Source: an optimization exercise on an open RTL-to-GDS flow (aim: small area and a short achievable clock period). Production flows keep margins and buffers that such runs may drop.
No functional check of the RTL was part of any run shown here.
Power figures rest on the tool's default switching activity, not on a simulated workload.

==> flow/design.v <==
module ALU_inv (input a, output y); assign y = ~a; endmodule
module ALU_nand2 (input a, b, output y); assign y = ~(a & b); endmodule
module ALU_nor2 (input a, b, output y); assign y = ~(a | b); endmodule
module ALU_xor2 (input a, b, output y); assign y = a ^ b; endmodule
module ALU_xnor2 (input a, b, output y); assign y = ~(a ^ b); endmodule
module ALU_orn (input a, bn, output y); assign y = a | ~bn; endmodule
module ALU_andn (input a, bn, output y); assign y = a & ~bn; endmodule
module ALU_buf (input a, output y); assign y = a; endmodule
module ALU_mux2i (input s, a1, a0, output y); assign y = ~(s ? a1 : a0); endmodule
module ALU_o21ai (input a1, a2, b1, output y); assign y = ~((a1 | a2) & b1); endmodule
module ALU_a21oi (input a1, a2, b1, output y); assign y = ~((a1 & a2) | b1); endmodule
module ALU_ctl
( input  [2:0] op,
  output y1n, y0n, w1n, w0n, cin, cinn
);
  wire k, kn, y0;
  ALU_andn  uk  (.a(op[0]), .bn(op[1]), .y(k));
  ALU_orn   ukn (.a(op[1]), .bn(op[0]), .y(kn));
  ALU_andn  uy  (.a(op[1]), .bn(op[0]), .y(y0));
  ALU_orn   uyn (.a(op[0]), .bn(op[1]), .y(y0n));
  ALU_mux2i u1  (.s(op[2]), .a1(kn), .a0(k), .y(y1n));
  ALU_mux2i v1  (.s(op[2]), .a1(y0n), .a0(kn), .y(w1n));
  ALU_buf   v0  (.a(op[1]), .y(w0n));
  ALU_mux2i c1  (.s(op[2]), .a1(kn), .a0(y0n), .y(cin));
  ALU_mux2i c0  (.s(op[2]), .a1(k), .a0(y0), .y(cinn));
endmodule
module ALU_bit
( input  a, b, y1n, y0n, w1n, w0n,
  output pn, y
);
  wire w;
  ALU_mux2i my (.s(b), .a1(y1n), .a0(y0n), .y(y));
  ALU_mux2i mw (.s(b), .a1(w1n), .a0(w0n), .y(w));
  ALU_mux2i mp (.s(a), .a1(w), .a0(y), .y(pn));
endmodule
module ALU_grp2
( input  [1:0] pn, y,
  output u1n, co
);
  wire g0n, g1n;
  ALU_nand2 n0 (.a(pn[0]), .b(y[0]), .y(g0n));
  ALU_nand2 n1 (.a(pn[1]), .b(y[1]), .y(g1n));
  ALU_xnor2 x1 (.a(pn[1]), .b(g0n), .y(u1n));
  ALU_o21ai o1 (.a1(pn[1]), .a2(g0n), .b1(g1n), .y(co));
endmodule
module ALU_grp2c
( input  [1:0] pn, y,
  input  cin, cinn,
  output u0, u1n, co
);
  wire c1n, g1n;
  ALU_xor2  x0 (.a(pn[0]), .b(cinn), .y(u0));
  ALU_mux2i m1 (.s(pn[0]), .a1(y[0]), .a0(cin), .y(c1n));
  ALU_nand2 n1 (.a(pn[1]), .b(y[1]), .y(g1n));
  ALU_xnor2 x1 (.a(pn[1]), .b(c1n), .y(u1n));
  ALU_o21ai o1 (.a1(pn[1]), .a2(c1n), .b1(g1n), .y(co));
endmodule
module ALU_q2
( input  u0n, u1,
  output q
);
  assign q = ~u0n & u1;
endmodule
module ALU_dot111
( input  gh, qh, gl,
  output g
);
  assign g = ~(gh | (qh & gl));
endmodule
module ALU_dot111q1
( input  gh, qh, gl, ql,
  output g, q
);
  assign g = ~(gh | (qh & gl));
  assign q = ~(qh & ql);
endmodule
module ALU_dot110
( input  gh, qh, gl,
  output g
);
  assign g = ~(gh | (qh & ~gl));
endmodule
module ALU_dot000
( input  gh, qh, gl,
  output g
);
  assign g = (~gh | (~qh & ~gl));
endmodule
module ALU_dot110q0
( input  gh, qh, gl, ql,
  output g, q
);
  assign g = ~(gh | (qh & ~gl));
  assign q = ~(qh & ~ql);
endmodule
module ALU_dot000q0
( input  gh, qh, gl, ql,
  output g, q
);
  assign g = (~gh | (~qh & ~gl));
  assign q = (~qh & ~ql);
endmodule
module ALU_dot001
( input  gh, qh, gl,
  output g
);
  assign g = (~gh | (~qh & gl));
endmodule
module ALU_dot001q1
( input  gh, qh, gl, ql,
  output g, q
);
  assign g = (~gh | (~qh & gl));
  assign q = (~qh & ql);
endmodule
module ALU_inc2
( input  u0n, u1,
  input  ci,
  output [1:0] y
);
  wire c = ci;
  assign y[0] = ~u0n ^ c;
  assign y[1] = u1 ^ (c & ~u0n);
endmodule
module ALU_inc2n
( input  u0n, u1,
  input  ci,
  output [1:0] y
);
  wire c = ~ci;
  assign y[0] = ~u0n ^ c;
  assign y[1] = u1 ^ (c & ~u0n);
endmodule
module alu_reg
( input         clk,
  input  [2:0]  Op_code,
  input  [31:0] A, B,
  output [31:0] Y
);
  wire [7:0] cin, cinn;
  wire [7:0] y1n, y0n, w1n, w0n;
  wire [31:0] pn, y;
  ALU_ctl ctl0 (.op(Op_code), .y1n(y1n[0]), .y0n(y0n[0]), .w1n(w1n[0]), .w0n(w0n[0]), .cin(cin[0]), .cinn(cinn[0]));
  ALU_ctl ctl1 (.op(Op_code), .y1n(y1n[1]), .y0n(y0n[1]), .w1n(w1n[1]), .w0n(w0n[1]), .cin(cin[1]), .cinn(cinn[1]));
  ALU_ctl ctl2 (.op(Op_code), .y1n(y1n[2]), .y0n(y0n[2]), .w1n(w1n[2]), .w0n(w0n[2]), .cin(cin[2]), .cinn(cinn[2]));
  ALU_ctl ctl3 (.op(Op_code), .y1n(y1n[3]), .y0n(y0n[3]), .w1n(w1n[3]), .w0n(w0n[3]), .cin(cin[3]), .cinn(cinn[3]));
  ALU_ctl ctl4 (.op(Op_code), .y1n(y1n[4]), .y0n(y0n[4]), .w1n(w1n[4]), .w0n(w0n[4]), .cin(cin[4]), .cinn(cinn[4]));
  ALU_ctl ctl5 (.op(Op_code), .y1n(y1n[5]), .y0n(y0n[5]), .w1n(w1n[5]), .w0n(w0n[5]), .cin(cin[5]), .cinn(cinn[5]));
  ALU_ctl ctl6 (.op(Op_code), .y1n(y1n[6]), .y0n(y0n[6]), .w1n(w1n[6]), .w0n(w0n[6]), .cin(cin[6]), .cinn(cinn[6]));
  ALU_ctl ctl7 (.op(Op_code), .y1n(y1n[7]), .y0n(y0n[7]), .w1n(w1n[7]), .w0n(w0n[7]), .cin(cin[7]), .cinn(cinn[7]));
  ALU_bit b0 (.a(A[0]), .b(B[0]), .y1n(y1n[0]), .y0n(y0n[0]), .w1n(w1n[0]), .w0n(w0n[0]), .pn(pn[0]), .y(y[0]));
  ALU_bit b1 (.a(A[1]), .b(B[1]), .y1n(y1n[0]), .y0n(y0n[0]), .w1n(w1n[0]), .w0n(w0n[0]), .pn(pn[1]), .y(y[1]));
  ALU_bit b2 (.a(A[2]), .b(B[2]), .y1n(y1n[0]), .y0n(y0n[0]), .w1n(w1n[0]), .w0n(w0n[0]), .pn(pn[2]), .y(y[2]));
  ALU_bit b3 (.a(A[3]), .b(B[3]), .y1n(y1n[0]), .y0n(y0n[0]), .w1n(w1n[0]), .w0n(w0n[0]), .pn(pn[3]), .y(y[3]));
  ALU_bit b4 (.a(A[4]), .b(B[4]), .y1n(y1n[1]), .y0n(y0n[1]), .w1n(w1n[1]), .w0n(w0n[1]), .pn(pn[4]), .y(y[4]));
  ALU_bit b5 (.a(A[5]), .b(B[5]), .y1n(y1n[1]), .y0n(y0n[1]), .w1n(w1n[1]), .w0n(w0n[1]), .pn(pn[5]), .y(y[5]));
  ALU_bit b6 (.a(A[6]), .b(B[6]), .y1n(y1n[1]), .y0n(y0n[1]), .w1n(w1n[1]), .w0n(w0n[1]), .pn(pn[6]), .y(y[6]));
  ALU_bit b7 (.a(A[7]), .b(B[7]), .y1n(y1n[1]), .y0n(y0n[1]), .w1n(w1n[1]), .w0n(w0n[1]), .pn(pn[7]), .y(y[7]));
  ALU_bit b8 (.a(A[8]), .b(B[8]), .y1n(y1n[2]), .y0n(y0n[2]), .w1n(w1n[2]), .w0n(w0n[2]), .pn(pn[8]), .y(y[8]));
  ALU_bit b9 (.a(A[9]), .b(B[9]), .y1n(y1n[2]), .y0n(y0n[2]), .w1n(w1n[2]), .w0n(w0n[2]), .pn(pn[9]), .y(y[9]));
  ALU_bit b10 (.a(A[10]), .b(B[10]), .y1n(y1n[2]), .y0n(y0n[2]), .w1n(w1n[2]), .w0n(w0n[2]), .pn(pn[10]), .y(y[10]));
  ALU_bit b11 (.a(A[11]), .b(B[11]), .y1n(y1n[2]), .y0n(y0n[2]), .w1n(w1n[2]), .w0n(w0n[2]), .pn(pn[11]), .y(y[11]));
  ALU_bit b12 (.a(A[12]), .b(B[12]), .y1n(y1n[3]), .y0n(y0n[3]), .w1n(w1n[3]), .w0n(w0n[3]), .pn(pn[12]), .y(y[12]));
  ALU_bit b13 (.a(A[13]), .b(B[13]), .y1n(y1n[3]), .y0n(y0n[3]), .w1n(w1n[3]), .w0n(w0n[3]), .pn(pn[13]), .y(y[13]));
  ALU_bit b14 (.a(A[14]), .b(B[14]), .y1n(y1n[3]), .y0n(y0n[3]), .w1n(w1n[3]), .w0n(w0n[3]), .pn(pn[14]), .y(y[14]));
  ALU_bit b15 (.a(A[15]), .b(B[15]), .y1n(y1n[3]), .y0n(y0n[3]), .w1n(w1n[3]), .w0n(w0n[3]), .pn(pn[15]), .y(y[15]));
  ALU_bit b16 (.a(A[16]), .b(B[16]), .y1n(y1n[4]), .y0n(y0n[4]), .w1n(w1n[4]), .w0n(w0n[4]), .pn(pn[16]), .y(y[16]));
  ALU_bit b17 (.a(A[17]), .b(B[17]), .y1n(y1n[4]), .y0n(y0n[4]), .w1n(w1n[4]), .w0n(w0n[4]), .pn(pn[17]), .y(y[17]));
  ALU_bit b18 (.a(A[18]), .b(B[18]), .y1n(y1n[4]), .y0n(y0n[4]), .w1n(w1n[4]), .w0n(w0n[4]), .pn(pn[18]), .y(y[18]));
  ALU_bit b19 (.a(A[19]), .b(B[19]), .y1n(y1n[4]), .y0n(y0n[4]), .w1n(w1n[4]), .w0n(w0n[4]), .pn(pn[19]), .y(y[19]));
  ALU_bit b20 (.a(A[20]), .b(B[20]), .y1n(y1n[5]), .y0n(y0n[5]), .w1n(w1n[5]), .w0n(w0n[5]), .pn(pn[20]), .y(y[20]));
  ALU_bit b21 (.a(A[21]), .b(B[21]), .y1n(y1n[5]), .y0n(y0n[5]), .w1n(w1n[5]), .w0n(w0n[5]), .pn(pn[21]), .y(y[21]));
  ALU_bit b22 (.a(A[22]), .b(B[22]), .y1n(y1n[5]), .y0n(y0n[5]), .w1n(w1n[5]), .w0n(w0n[5]), .pn(pn[22]), .y(y[22]));
  ALU_bit b23 (.a(A[23]), .b(B[23]), .y1n(y1n[5]), .y0n(y0n[5]), .w1n(w1n[5]), .w0n(w0n[5]), .pn(pn[23]), .y(y[23]));
  ALU_bit b24 (.a(A[24]), .b(B[24]), .y1n(y1n[6]), .y0n(y0n[6]), .w1n(w1n[6]), .w0n(w0n[6]), .pn(pn[24]), .y(y[24]));
  ALU_bit b25 (.a(A[25]), .b(B[25]), .y1n(y1n[6]), .y0n(y0n[6]), .w1n(w1n[6]), .w0n(w0n[6]), .pn(pn[25]), .y(y[25]));
  ALU_bit b26 (.a(A[26]), .b(B[26]), .y1n(y1n[6]), .y0n(y0n[6]), .w1n(w1n[6]), .w0n(w0n[6]), .pn(pn[26]), .y(y[26]));
  ALU_bit b27 (.a(A[27]), .b(B[27]), .y1n(y1n[6]), .y0n(y0n[6]), .w1n(w1n[6]), .w0n(w0n[6]), .pn(pn[27]), .y(y[27]));
  ALU_bit b28 (.a(A[28]), .b(B[28]), .y1n(y1n[7]), .y0n(y0n[7]), .w1n(w1n[7]), .w0n(w0n[7]), .pn(pn[28]), .y(y[28]));
  ALU_bit b29 (.a(A[29]), .b(B[29]), .y1n(y1n[7]), .y0n(y0n[7]), .w1n(w1n[7]), .w0n(w0n[7]), .pn(pn[29]), .y(y[29]));
  ALU_bit b30 (.a(A[30]), .b(B[30]), .y1n(y1n[7]), .y0n(y0n[7]), .w1n(w1n[7]), .w0n(w0n[7]), .pn(pn[30]), .y(y[30]));
  ALU_bit b31 (.a(A[31]), .b(B[31]), .y1n(y1n[7]), .y0n(y0n[7]), .w1n(w1n[7]), .w0n(w0n[7]), .pn(pn[31]), .y(y[31]));
  wire [31:0] u_c, y_c;
  wire [14:0] g_c;
  ALU_grp2c s0 (.pn(pn[1:0]), .y(y[1:0]), .cin(cin[0]), .cinn(cinn[0]), .u0(u_c[0]), .u1n(u_c[1]), .co(g_c[0]));
  assign u_c[2] = pn[2];
  ALU_grp2 s1 (.pn(pn[3:2]), .y(y[3:2]), .u1n(u_c[3]), .co(g_c[1]));
  assign u_c[4] = pn[4];
  ALU_grp2 s2 (.pn(pn[5:4]), .y(y[5:4]), .u1n(u_c[5]), .co(g_c[2]));
  assign u_c[6] = pn[6];
  ALU_grp2 s3 (.pn(pn[7:6]), .y(y[7:6]), .u1n(u_c[7]), .co(g_c[3]));
  assign u_c[8] = pn[8];
  ALU_grp2 s4 (.pn(pn[9:8]), .y(y[9:8]), .u1n(u_c[9]), .co(g_c[4]));
  assign u_c[10] = pn[10];
  ALU_grp2 s5 (.pn(pn[11:10]), .y(y[11:10]), .u1n(u_c[11]), .co(g_c[5]));
  assign u_c[12] = pn[12];
  ALU_grp2 s6 (.pn(pn[13:12]), .y(y[13:12]), .u1n(u_c[13]), .co(g_c[6]));
  assign u_c[14] = pn[14];
  ALU_grp2 s7 (.pn(pn[15:14]), .y(y[15:14]), .u1n(u_c[15]), .co(g_c[7]));
  assign u_c[16] = pn[16];
  ALU_grp2 s8 (.pn(pn[17:16]), .y(y[17:16]), .u1n(u_c[17]), .co(g_c[8]));
  assign u_c[18] = pn[18];
  ALU_grp2 s9 (.pn(pn[19:18]), .y(y[19:18]), .u1n(u_c[19]), .co(g_c[9]));
  assign u_c[20] = pn[20];
  ALU_grp2 s10 (.pn(pn[21:20]), .y(y[21:20]), .u1n(u_c[21]), .co(g_c[10]));
  assign u_c[22] = pn[22];
  ALU_grp2 s11 (.pn(pn[23:22]), .y(y[23:22]), .u1n(u_c[23]), .co(g_c[11]));
  assign u_c[24] = pn[24];
  ALU_grp2 s12 (.pn(pn[25:24]), .y(y[25:24]), .u1n(u_c[25]), .co(g_c[12]));
  assign u_c[26] = pn[26];
  ALU_grp2 s13 (.pn(pn[27:26]), .y(y[27:26]), .u1n(u_c[27]), .co(g_c[13]));
  assign u_c[28] = pn[28];
  ALU_grp2 s14 (.pn(pn[29:28]), .y(y[29:28]), .u1n(u_c[29]), .co(g_c[14]));
  assign u_c[30] = pn[30];
  ALU_grp2 s15 (.pn(pn[31:30]), .y(y[31:30]), .u1n(u_c[31]), .co());
  assign y_c[0] = u_r[0];
  assign y_c[1] = ~u_r[1];
  reg  [31:0] u_r, y_r;
  reg  [14:0] g_r;
  wire [15:0] u1_r;
  genvar j;
  generate for (j = 0; j < 16; j = j + 1) begin : odd
    assign u1_r[j] = ~u_r[2 * j + 1];
  end endgenerate
  wire q1;
  wire q2;
  wire q3;
  wire q4;
  wire q5;
  wire q6;
  wire q7;
  wire q8;
  wire q9;
  wire q10;
  wire q11;
  wire q12;
  wire q13;
  wire q14;
  wire pg1;
  wire pg2;
  wire pq3;
  wire pg4;
  wire pq5;
  wire pg6;
  wire pq7;
  wire pg8;
  wire pq9;
  wire pg10;
  wire pq11;
  wire pg12;
  wire pq13;
  wire pg14;
  wire pg15;
  wire pg16;
  wire pq17;
  wire pg18;
  wire pq19;
  wire pg20;
  wire pq21;
  wire pg22;
  wire pq23;
  wire pg24;
  wire pq25;
  wire pg26;
  wire pg27;
  wire pg28;
  wire pg29;
  wire pg30;
  wire pq31;
  wire pg32;
  wire pq33;
  wire pg34;
  wire pq35;
  wire pg36;
  wire pg37;
  wire pg38;
  wire pg39;
  wire pg40;
  wire pg41;
  wire pg42;
  ALU_q2 a1 (.u0n(u_r[2]), .u1(u1_r[1]), .q(q1));
  ALU_q2 a2 (.u0n(u_r[4]), .u1(u1_r[2]), .q(q2));
  ALU_q2 a3 (.u0n(u_r[6]), .u1(u1_r[3]), .q(q3));
  ALU_q2 a4 (.u0n(u_r[8]), .u1(u1_r[4]), .q(q4));
  ALU_q2 a5 (.u0n(u_r[10]), .u1(u1_r[5]), .q(q5));
  ALU_q2 a6 (.u0n(u_r[12]), .u1(u1_r[6]), .q(q6));
  ALU_q2 a7 (.u0n(u_r[14]), .u1(u1_r[7]), .q(q7));
  ALU_q2 a8 (.u0n(u_r[16]), .u1(u1_r[8]), .q(q8));
  ALU_q2 a9 (.u0n(u_r[18]), .u1(u1_r[9]), .q(q9));
  ALU_q2 a10 (.u0n(u_r[20]), .u1(u1_r[10]), .q(q10));
  ALU_q2 a11 (.u0n(u_r[22]), .u1(u1_r[11]), .q(q11));
  ALU_q2 a12 (.u0n(u_r[24]), .u1(u1_r[12]), .q(q12));
  ALU_q2 a13 (.u0n(u_r[26]), .u1(u1_r[13]), .q(q13));
  ALU_q2 a14 (.u0n(u_r[28]), .u1(u1_r[14]), .q(q14));
  ALU_dot111 d1 (.gh(g_r[1]), .qh(q1), .gl(g_r[0]), .g(pg1));
  ALU_dot111q1 d3 (.gh(g_r[3]), .qh(q3), .gl(g_r[2]), .ql(q2), .g(pg2), .q(pq3));
  ALU_dot111q1 d5 (.gh(g_r[5]), .qh(q5), .gl(g_r[4]), .ql(q4), .g(pg4), .q(pq5));
  ALU_dot111q1 d7 (.gh(g_r[7]), .qh(q7), .gl(g_r[6]), .ql(q6), .g(pg6), .q(pq7));
  ALU_dot111q1 d9 (.gh(g_r[9]), .qh(q9), .gl(g_r[8]), .ql(q8), .g(pg8), .q(pq9));
  ALU_dot111q1 d11 (.gh(g_r[11]), .qh(q11), .gl(g_r[10]), .ql(q10), .g(pg10), .q(pq11));
  ALU_dot111q1 d13 (.gh(g_r[13]), .qh(q13), .gl(g_r[12]), .ql(q12), .g(pg12), .q(pq13));
  ALU_dot110 d14 (.gh(g_r[2]), .qh(q2), .gl(pg1), .g(pg14));
  ALU_dot000 d15 (.gh(pg2), .qh(pq3), .gl(pg1), .g(pg15));
  ALU_dot110q0 d17 (.gh(g_r[6]), .qh(q6), .gl(pg4), .ql(pq5), .g(pg16), .q(pq17));
  ALU_dot000q0 d19 (.gh(pg6), .qh(pq7), .gl(pg4), .ql(pq5), .g(pg18), .q(pq19));
  ALU_dot110q0 d21 (.gh(g_r[10]), .qh(q10), .gl(pg8), .ql(pq9), .g(pg20), .q(pq21));
  ALU_dot000q0 d23 (.gh(pg10), .qh(pq11), .gl(pg8), .ql(pq9), .g(pg22), .q(pq23));
  ALU_dot110q0 d25 (.gh(g_r[14]), .qh(q14), .gl(pg12), .ql(pq13), .g(pg24), .q(pq25));
  ALU_dot111 d26 (.gh(g_r[4]), .qh(q4), .gl(pg15), .g(pg26));
  ALU_dot001 d27 (.gh(pg4), .qh(pq5), .gl(pg15), .g(pg27));
  ALU_dot001 d28 (.gh(pg16), .qh(pq17), .gl(pg15), .g(pg28));
  ALU_dot111 d29 (.gh(pg18), .qh(pq19), .gl(pg15), .g(pg29));
  ALU_dot111q1 d31 (.gh(g_r[12]), .qh(q12), .gl(pg22), .ql(pq23), .g(pg30), .q(pq31));
  ALU_dot001q1 d33 (.gh(pg12), .qh(pq13), .gl(pg22), .ql(pq23), .g(pg32), .q(pq33));
  ALU_dot001q1 d35 (.gh(pg24), .qh(pq25), .gl(pg22), .ql(pq23), .g(pg34), .q(pq35));
  ALU_dot110 d36 (.gh(g_r[8]), .qh(q8), .gl(pg29), .g(pg36));
  ALU_dot000 d37 (.gh(pg8), .qh(pq9), .gl(pg29), .g(pg37));
  ALU_dot000 d38 (.gh(pg20), .qh(pq21), .gl(pg29), .g(pg38));
  ALU_dot110 d39 (.gh(pg22), .qh(pq23), .gl(pg29), .g(pg39));
  ALU_dot000 d40 (.gh(pg30), .qh(pq31), .gl(pg29), .g(pg40));
  ALU_dot110 d41 (.gh(pg32), .qh(pq33), .gl(pg29), .g(pg41));
  ALU_dot110 d42 (.gh(pg34), .qh(pq35), .gl(pg29), .g(pg42));
  ALU_inc2 i1 (.u0n(u_r[2]), .u1(u1_r[1]), .ci(g_r[0]), .y(y_c[3:2]));
  ALU_inc2n i2 (.u0n(u_r[4]), .u1(u1_r[2]), .ci(pg1), .y(y_c[5:4]));
  ALU_inc2n i3 (.u0n(u_r[6]), .u1(u1_r[3]), .ci(pg14), .y(y_c[7:6]));
  ALU_inc2 i4 (.u0n(u_r[8]), .u1(u1_r[4]), .ci(pg15), .y(y_c[9:8]));
  ALU_inc2n i5 (.u0n(u_r[10]), .u1(u1_r[5]), .ci(pg26), .y(y_c[11:10]));
  ALU_inc2 i6 (.u0n(u_r[12]), .u1(u1_r[6]), .ci(pg27), .y(y_c[13:12]));
  ALU_inc2 i7 (.u0n(u_r[14]), .u1(u1_r[7]), .ci(pg28), .y(y_c[15:14]));
  ALU_inc2n i8 (.u0n(u_r[16]), .u1(u1_r[8]), .ci(pg29), .y(y_c[17:16]));
  ALU_inc2n i9 (.u0n(u_r[18]), .u1(u1_r[9]), .ci(pg36), .y(y_c[19:18]));
  ALU_inc2 i10 (.u0n(u_r[20]), .u1(u1_r[10]), .ci(pg37), .y(y_c[21:20]));
  ALU_inc2 i11 (.u0n(u_r[22]), .u1(u1_r[11]), .ci(pg38), .y(y_c[23:22]));
  ALU_inc2n i12 (.u0n(u_r[24]), .u1(u1_r[12]), .ci(pg39), .y(y_c[25:24]));
  ALU_inc2 i13 (.u0n(u_r[26]), .u1(u1_r[13]), .ci(pg40), .y(y_c[27:26]));
  ALU_inc2n i14 (.u0n(u_r[28]), .u1(u1_r[14]), .ci(pg41), .y(y_c[29:28]));
  ALU_inc2n i15 (.u0n(u_r[30]), .u1(u1_r[15]), .ci(pg42), .y(y_c[31:30]));
  always @(posedge clk) begin
    u_r <= u_c;
    g_r <= g_c;
    y_r <= y_c;
  end
  assign Y = y_r;
endmodule
==> flow/flow/run.sh <==
#!/bin/bash
# Own flow: the standard layout (standard.sh) with these changes:
#  - ports are buffered with the smallest buffer (buffer_ports -buffer_cell),
#  - before floorplanning every combinational cell is set to drive strength 1
#    (flow/downsize.tcl), so the timing repair starts from the smallest cells,
#  - clock tree synthesis adds no dummy loads.
# The make output goes to standard_make.log; ORFS keeps each step's log under
# orfs/logs/.
set -euo pipefail
here=$(pwd)
bash standard.sh \
  "BUFFER_PORTS_ARGS=-buffer_cell sky130_fd_sc_hd__buf_1" \
  "PRE_FLOORPLAN_TCL=$here/flow/downsize.tcl" \
  "CTS_ARGS=-sink_clustering_enable -repair_clock_nets -dont_use_dummy_load" \
  finish > standard_make.log 2>&1
==> flow/flow/downsize.tcl <==
# Start sizing from the smallest drive: swap every combinational cell that
# synthesis mapped to a larger drive strength for the _1 cell of the same
# function (same pins); the timing repair later sizes up what it needs.
# Flip-flops keep their cells.
set db [ord::get_db]
set block [ord::get_db_block]
set swapped 0
foreach inst [$block getInsts] {
  set m [$inst getMaster]
  set name [$m getName]
  if {![regexp {^(sky130_fd_sc_hd__([a-z0-9]+))_([0-9]+)$} $name -> base kind drive]} { continue }
  if {[string match "df*" $kind] || [string match "conb" $kind] || $drive == 1} { continue }
  set small [$db findMaster ${base}_1]
  if {$small eq "NULL" || $small eq ""} { continue }
  if {[$inst swapMaster $small]} { incr swapped }
}
puts "downsize: swapped $swapped cells to drive 1"
==> flow/standard.sh <==
#!/bin/bash
# synth_recipe.tcl (not shown) runs the flow's synth.tcl, then flattens the netlist and writes it again
# the make line also repeats each setting of config.mk as NAME=value (left out here)
make -C /OpenROAD-flow-scripts/flow DESIGN_CONFIG=/design/flow/config.mk WORK_HOME=/design/flow/orfs CLKGATE_MAP_FILE= SYNTH_SCRIPT=/design/flow/synth_recipe.tcl "${@:-finish}"
==> flow/config.mk <==
export PLATFORM = sky130hd
export DESIGN_NAME = alu_reg
export DESIGN_NICKNAME = alu_reg
export VERILOG_FILES = /design/flow/design.v
export SDC_FILE = /design/flow/constraint.sdc
export NUM_CORES = 8
export LEC_CHECK = 0
export CAP_MARGIN = 20
export CORE_MARGIN = 2
export CORE_UTILIZATION = 40
export SETUP_SLACK_MARGIN = 2.85
export SLEW_MARGIN = 20
export SYNTH_HIERARCHICAL = 1
==> flow/constraint.sdc <==
create_clock -name core_clock -period 4.5 [get_ports {clk}]
set_input_delay 0.9000 -clock core_clock [delete_from_list [all_inputs] [get_ports {clk}]]
set_output_delay 0.9000 -clock core_clock [all_outputs]
set_load 0.01 [all_outputs]
==> results of run 1 <==
[stage by stage]
step	cells	area, sq um	hold WS (ns)	utilization [%]
after global routing	728	6330	0.3630	64.46
after detailed placement	652	4925	0.3121	50.15
final	728	6330	0.3412	64.46
after CTS	715	5951	0.3476	60.60
after global placement	652	4925	0.3184	50.15
after floorplan	426	4398	0.3096	-
[flip-flops by register name, summed over array words and instances (netlist names)]
register	cells
y_r	32
g_r	15
u_r	32
[worst reg2reg max path, stage by stage (launching register included)]
cell	delay, ns
dfxtp_2	0.32
inv_2	0.06
nor2b_4	0.17
nand2_4	0.08
o21ai_4	0.18
a21oi_4	0.05
buf_12	0.16
buf_4	0.14
o21ai_2	0.13
ha_2	0.18
xor2_1	0.13
[power breakdown]
group          total (W)  switching (W)  leakage, nW  internal [W]
sequential      0.000945      0.0000691        0.665      0.000876
clock           0.000398       0.000220       0.0647      0.000178
combinational   0.000852       0.000395         2.24      0.000457
[what timing repair did]
action                     4_1_cts  5_1_grt
setup endpoints to repair       95       90
gates cloned                     4        0
pin swaps                       36       37
hold buffers                     0        0
buffers inserted                50       13
hold endpoints to repair         0        0
resized for setup              124       74
[cell type report]
type | count | area, sq um | share of cell area, %
inverters | 51 | 201.4 | 3.182
clock buffers | 9 | 123.9 | 1.957
well taps | 133 | 166.4 | 2.629
repair buffers | 168 | 1240 | 19.59
multi-input cells | 288 | 2995 | 47.32
flip-flops and latches | 79 | 1603 | 25.32
[routing by layer]
metal / vias up / wire [um] / GRT usage, % / share of wire (%)
li1: 1749 / - / - / -
met1: 1558 / 4104 / 20.32 / 41
met2: 73 / 5098 / 32.47 / 51
met3: 10 / 556 / 5.739 / 5.6
met4: 0 / 170 / 6.571 / 1.7
met5: - / 0 / 0 / 0
[cells in the final DEF, fill, tap and decap left out, drive strengths merged, types with 18 or more instances in the layout]
master / n
nor2b: 25
o21ai: 25
dfxtp: 79
a21oi: 18
buf: 162
nand2b: 19
nand2: 37
mux2i: 115
inv: 51
[final timing paths]
kind / from / end
setup / recovery: Op_code[1] / g_r[5]
hold reg to reg: u_r[0] / y_r[0]
setup reg to reg: u_r[13] / y_r[23]
hold / removal: u_r[0] / y_r[0]
==> key figures, run 1 <==
Setup path
  • Library cell appearing most often on the critical path: mux2i_1
  • Max FO, Critical Path: 8
  • Buf/Inv on CP: 2
  • Count of cells along the worst register-to-register path: 10
  • Register-to-register setup slack: about 2.8 ns
  • Critical path start-end classification: in2reg
  • Critical path data arrival time: approximately 2.2 ns
  • Required time at the endpoint of the critical path: ~4.8 ns
  • Critical path, cell by cell: clkbuf_16, buf_16, nand2b_4, mux2i_4, mux2i_1, mux2i_1, nand2_1, o21ai_1
  • Worst Setup End Kind: register
  • Kind of start point of the critical path: primary input
  • Worst path top cell family by delay: multiplexers
  • Crit. path cell count: 8
  • Delay of the slowest cell on the worst path: about 0.30 ns
  • Slowest cell on the critical path: mux2i_1

Floorplanning
  • Initial core utilization: 41.34%
  • Boundary Pins: 100
  • Number of rows created at floorplan: 36
  • Full die area: around 11000 sq um
  • Area of the core: a little under 10000 sq um
  • Die Y-Extent: between 100 and 150 um
  • Die W: 104.7 um

Clock tree
  • Sinks on Clock Net: 79
  • Clock tree from TritonCTS: yes
  • Clock root buffer: clkbuf_8
  • Worst-path clk slew: roughly 0.08 ns
  • Clock H-tree levels: 3
  • Insertion delay of the later-clocked pin in the worst-skew pair: about 0.35 ns
  • Clock Path Buffers: 2
  • Inserted Clock Buffers: 9

Timing
  • Count of final hold-check violations: 0
  • Relative slew slack: between 70% and 80%
  • FMAX: between 500 and 600 MHz
  • Setup violations, final: 0
  • Worst Skew: between 0.02 and 0.03 ns
  • Setup ws final: around 2.6 ns
  • Unrepaired setup endpoints after global routing: yes
  • Aggregate negative setup slack: 0 ns
  • Number of slew-limit violations in the final report: 0
  • Period utilisation layout: roughly 43%
  • Measured slew at the worst slew-check pin: 0.3258 ns
  • Minimum clock period: just under 2 ns

Outcome
  • Status: finished clean

Global routing
  • First-pass GRT wire length: 15930 um
  • Vias in the first global route: around 3500
  • Total overflow reported by the global router: 0
  • Total routing usage reported by global routing: 18.23%
  • Maximum number of pins on one net before global-route repair: 16
  • Initial antenna violation count: 0

Route
  • DR vias: 3390
  • Antenna Violating Nets Remaining: 0
  • Drt initial violations: between 50 and 60
  • Drt wl/cell: between 10 and 15 um
  • # DRC: 0
  • Drt pass-1 iters: 4
  • Final routed wirelength across all metal layers: 9930 um
  • Routed vias/inst: about 4.7

Synth
  • Avg Synthesized Cell Area: roughly 9.5 sq um
  • YS warnings: 7
  • Area of the mapped netlist: roughly 4000 sq um
  • Post-Syn Nets: ~500
  • Syn Inst Count: around 430

Power
  • Power density over the cells: 346.8 nW/um^2
  • Power Total: between 0.002 and 0.0025 W
  • Static power due to leakage: approximately 3.0 nW
  • Peak ir drop on the vdd network: 0.1488 mV

Final layout
  • Post-layout net count: between 600 and 700
  • Inserted Diodes: 0
  • # fillers: 841
  • Share of cells above drive strength 1: 40.67%
  • Area added between synthesis and finish: 55.95%

Run
  • Count of max-cap constraint violations: 0

Placed design
  • Number of buffers inserted by port buffering: 99
  • Final estimated routing congestion in global placement: about 0.81
  • Post-detailed-placement half-perimeter wirelength: between 6000 and 7000 um
  • Placement Setup Slack: ~1.5 ns

Min path
  • Worst min-delay path class: reg2reg
  • Count of cells along the worst hold path: 0
==> run 2, diff against run 1 <==
--- a/flow/config.mk
+++ b/flow/config.mk
@@ -8,6 +8,6 @@
 export CAP_MARGIN = 20
 export CORE_MARGIN = 2
 export CORE_UTILIZATION = 40
-export SETUP_SLACK_MARGIN = 2.85
+export SETUP_SLACK_MARGIN = 2.6
 export SLEW_MARGIN = 20
 export SYNTH_HIERARCHICAL = 1
==> run 2 against run 1 <==
Still clean on timing, DRC and antenna. First-iteration DRC count is 15% lower. Setup slack better by 0.054 ns. Clock-buffer cell count stayed put. Sequential power is 3.2% lower. Synthesized cell count stayed put. Clock power is 2% lower. Critical endpoint is now u_r[31]. Largest cell class unchanged. Highest routed layer unchanged.
==> key figures, run 2 <==
Timing
  • Relative slew slack: 77.52% (was 77.66%)
  • Minimum clock period: 1.890 ns (was 1.944 ns)
  • Setup violations, final: 0 (unchanged)
  • Hold_ws: 0.3304 ns (was 0.3412 ns)
  • Worst Skew: 0.01714 ns (was 0.02746 ns)
  • Measured slew at the worst slew-check pin: 0.3349 ns (was 0.3258 ns)
  • Count of final hold-check violations: 0 (unchanged)
  • Period utilisation layout: 42.00% (was 43.20%)
  • Number of slew-limit violations in the final report: 0 (unchanged)
  • FMAX: 529.1 MHz (was 514.3 MHz)
  • Unrepaired setup endpoints after global routing: yes (unchanged)
  • Aggregate negative setup slack: 0 ns (unchanged)

Power
  • Net switching fraction of the power: 31.06% (was 31.16%)
  • Power spent charging and discharging nets: 0.0005972 W (was 0.0006840 W)
  • Static power due to leakage: 2.489 nW (was 2.968 nW)
  • Total internal power: 0.001326 W (was 0.001511 W)
  • Power density over the cells: 361.5 nW/um^2 (was 346.8 nW/um^2)
  • Peak ir drop on the vdd network: 0.1781 mV (was 0.1488 mV)
  • Logic pwr share: 32.1% (was 38.8%)
  • Clock share of power: 20.3% (was 18.1%)
  • Power share of the sequential group: 47.6% (was 43.0%)

Setup path
  • Slowest cell on the critical path: mux2i_2 (was mux2i_1)
  • Critical path, cell by cell: clkbuf_16, nand2b_1, mux2i_2, mux2i_1, mux2i_1, nand2_1, xnor2_1 (was clkbuf_16, buf_16, nand2b_4, mux2i_4, mux2i_1, mux2i_1, nand2_1, o21ai_1)
  • Count of cells along the worst register-to-register path: 10 (unchanged)
  • Required time at the endpoint of the critical path: 4.73 ns (was 4.77 ns)
  • Buf/Inv on CP: 1 (was 2)
  • Reg2reg end: y_r[21] (was y_r[23])
  • Library cell appearing most often on the critical path: mux2i_1 (unchanged)
  • Critical path data arrival time: 2.12 ns (was 2.21 ns)
  • Critical path destination: u_r[31] (was g_r[5])
  • Worst Setup End Kind: register (unchanged)
  • Kind of start point of the critical path: primary input (unchanged)
  • Critical path start-end classification: in2reg (unchanged)
  • Critical path startpoint: Op_code[1] (unchanged)
  • Register-to-register setup slack: 2.69 ns (was 2.81 ns)
  • Launching point of the worst reg2reg path: u_r[13] (unchanged)
  • Crit. path cell count: 7 (was 8)
  • Worst path top cell family by delay: multiplexers (unchanged)
  • Delay of the slowest cell on the worst path: 0.25 ns (was 0.30 ns)
  • Max FO, Critical Path: 8 (unchanged)

Final layout
  • Highest-count cells in the layout ignoring fill and taps: buf_1, mux2i_1, dfxtp_1 (was mux2i_1, buf_1, dfxtp_1)
  • Final instance area: 5319 sq um (was 6330 sq um)
  • Registers with the most flip-flops: u_r x32, y_r x32, g_r x15 (unchanged)
  • # fillers: 957 (was 841)
  • Final Non-Filler Cells: 693 (was 728)
  • Inserted Diodes: 0 (unchanged)
  • Most common cell after layout, fill and taps aside: buf_1 (was mux2i_1)
  • Post-layout net count: 645 (was 680)
  • Share of cells above drive strength 1: 15.89% (was 40.67%)
  • Area added between synthesis and finish: 31.04% (was 55.95%)
  • Core Util, Final: 54.17% (was 64.46%)

Route
  • Final routed wirelength across all metal layers: 8973 um (was 9930 um)
  • Routed vias/inst: 4.668 (was 4.657)
  • DR vias: 3235 (was 3390)
  • Drt wl/cell: 12.95 um (was 13.64 um)
  • Drt pass-1 iters: 4 (unchanged)
  • Antenna Violating Nets Remaining: 0 (unchanged)
  • Drt initial violations: 46 (was 54)
  • # DRC: 0 (unchanged)

Clock tree
  • Clock H-tree levels: 3 (unchanged)
  • Sinks on Clock Net: 79 (unchanged)
  • Clock Path Buffers: 2 (unchanged)
  • Clock root buffer: clkbuf_8 (unchanged)
  • Insertion delay of the later-clocked pin in the worst-skew pair: 0.35 ns (about the same)
  • Clock tree from TritonCTS: yes (unchanged)
  • Worst-path clk slew: 0.08 ns (about the same)
  • Hold_buf cts: 0 (unchanged)
  • Inserted Clock Buffers: 9 (unchanged)

Global routing
  • Total routing usage reported by global routing: 14.94% (was 18.23%)
  • First-pass GRT wire length: 13010 um (was 15930 um)
  • Initial antenna violation count: 0 (unchanged)
  • Vias in the first global route: 2962 (was 3478)
  • Total overflow reported by the global router: 0 (unchanged)
  • Maximum number of pins on one net before global-route repair: 30 (was 16)

Synth
  • YS warnings: 7 (unchanged)
  • Avg Synthesized Cell Area: 9.528 sq um (unchanged)
  • Syn Inst Count: 426 (unchanged)
  • Post-Syn Nets: 509 (unchanged)
  • Area of the mapped netlist: 4059 sq um (unchanged)

Placed design
  • Total instance count after detailed placement: 650 (was 652)
  • Post-detailed-placement half-perimeter wirelength: 6104 um (was 6311 um)
  • Placement-stage cell area: 4636 sq um (was 4925 sq um)
  • Number of buffers inserted by port buffering: 99 (unchanged)
  • Final estimated routing congestion in global placement: 0.8265 (was 0.8097)

Run
  • Count of max-cap constraint violations: 0 (unchanged)

Min path
  • Worst min-delay path class: reg2reg (unchanged)

Floorplanning
  • Initial core utilization: 41.34% (unchanged)
  • Die Y-Extent: 104.7 um (unchanged)
  • Boundary Pins: 100 (unchanged)
  • Die W: 104.7 um (unchanged)
  • Area of the core: 9819 sq um (unchanged)
  • Number of rows created at floorplan: 36 (unchanged)
  • Full die area: 10970 sq um (unchanged)

Outcome
  • Status: finished clean (unchanged)
run 2: changes by cell type in the layout (fill, tap and decap cells not counted), moves of 8 or more:
cell      previous run  this run
buf_1               64        96
buf_6               26         2
buf_4               50        28
buf_2               18         0
dfxtp_1             62        79
dfxtp_2             17         0
nor2b_1              7        23
nand2b_4            16         2
mux2i_1             81        94
nor2b_4             11         1
ha_1                 7        15
inv_1               40        48
nand2b_1             3        11
run 2: layer usage:
| metal | wire [um] | GRT usage (%) | vias to the layer above |
|---|---|---|---|
| li1 | - | - | 1673 |
| met4 | 200 | 7.429 | 0 |
| met3 | 356 | 2.932 | 15 |
| met1 | 3809 | 16.95 | 1475 |
| met5 | 0 | 0 | - |
| met2 | 4605 | 26.58 | 72 |
run 2: power by group through the flow:
| stage | combinational, W | sequential (W) | clock (W) |
|---|---|---|---|
| 4_1_cts | 0.000552 | 0.000915 | 0.000411 |
| 2_1_floorplan | 0.000302 | 0.000974 | 0 |
| 6_report | 0.000616 | 0.000915 | 0.000391 |
| 3_3_place_gp | 0.000512 | 0.000928 | 0 |
| 5_1_grt | 0.000682 | 0.000929 | 0.000438 |
| 3_5_place_dp | 0.000525 | 0.000930 | 0 |
run 2: layout make-up:
class | instances | area, sq um | share of cell area [%]
clock buffer | 9 | 123.9 | 2.329
inverter | 51 | 191.4 | 3.599
sequential | 79 | 1582 | 29.73
multi-input combinational | 288 | 2519 | 47.35
tap | 133 | 166.4 | 3.129
timing repair buffer | 133 | 737.0 | 13.86
run 2: how the worst min path moves through the flow:
| stage | start | endpoint | slack (ns) | depth (start not counted) |
|---|---|---|---|---|
| CTS | u_r[0] | y_r[0] | 0.33 | 0 |
| finish | u_r[0] | y_r[0] | 0.33 | 0 |
| global placement | u_r[0] | y_r[0] | 0.32 | 0 |
| detailed placement | u_r[0] | y_r[0] | 0.32 | 0 |
| global route | u_r[0] | y_r[0] | 0.35 | 0 |
| floorplan | u_r[0] | y_r[0] | 0.31 | 0 |
run 2: what timing repair did:
| action | CTS | global route |
|---|---|---|
| cloned | 1 | 2 |
| setup buffers | 5 | 26 |
| resized for setup | 24 | 34 |
| endpoints found under the hold margin | 0 | 0 |
| pin swaps | 2 | 4 |
| setup endpoints to repair | 63 | 44 |
run 2: worst register-to-register path, cell delays in order, from the launching register on:
cell and delay (ns):
dfxtp_1 0.30, inv_1 0.06, nor2b_1 0.25, nand2_1 0.13
o21ai_1 0.23, a21oi_4 0.06, buf_12 0.14, buf_4 0.13
o21ai_1 0.13, ha_1 0.17, xor2_1 0.12
run 2: metrics by stage:
step | power, W | setup slack (ns)
2_1_floorplan | 0.001276 | 2.491
3_5_place_dp | 0.001455 | 1.431
4_1_cts | 0.001878 | 2.604
5_1_grt | 0.002049 | 2.543
6_report | 0.001923 | 2.610
3_3_place_gp | 0.001441 | 1.555

==> what the ideal ports hide <==
Ports are ideal in the flow. The routed layouts listed here were re-timed in OpenROAD.
Step 1: set_driving_cell puts a clkbuf_16 on clk and a buf_2 on each other input, an assumption about the parent block.
Step 2 also shifts input and output timing later by t, the mid clock arrival at the registers, as if the neighbouring blocks saw the same clock.
Slacks: ideal / step 1 / step 2; pairs: ideal / step 1.
| run | t (ns) | setup slack, ns | hold WS [ns] |
|---|---|---|---|
| run 1 | 0.370 | 2.556 / 2.521 / 2.151 | 0.341 / 0.341 / 0.341 |
| run 2 | 0.366 | 2.610 / 2.522 / 2.155 | 0.330 / 0.330 / 0.330 |
After both steps setup and hold are still met in every run listed. The setup slack of run 2, which loses most, moves by -0.088 ns with the drivers and by -0.455 ns with both steps.
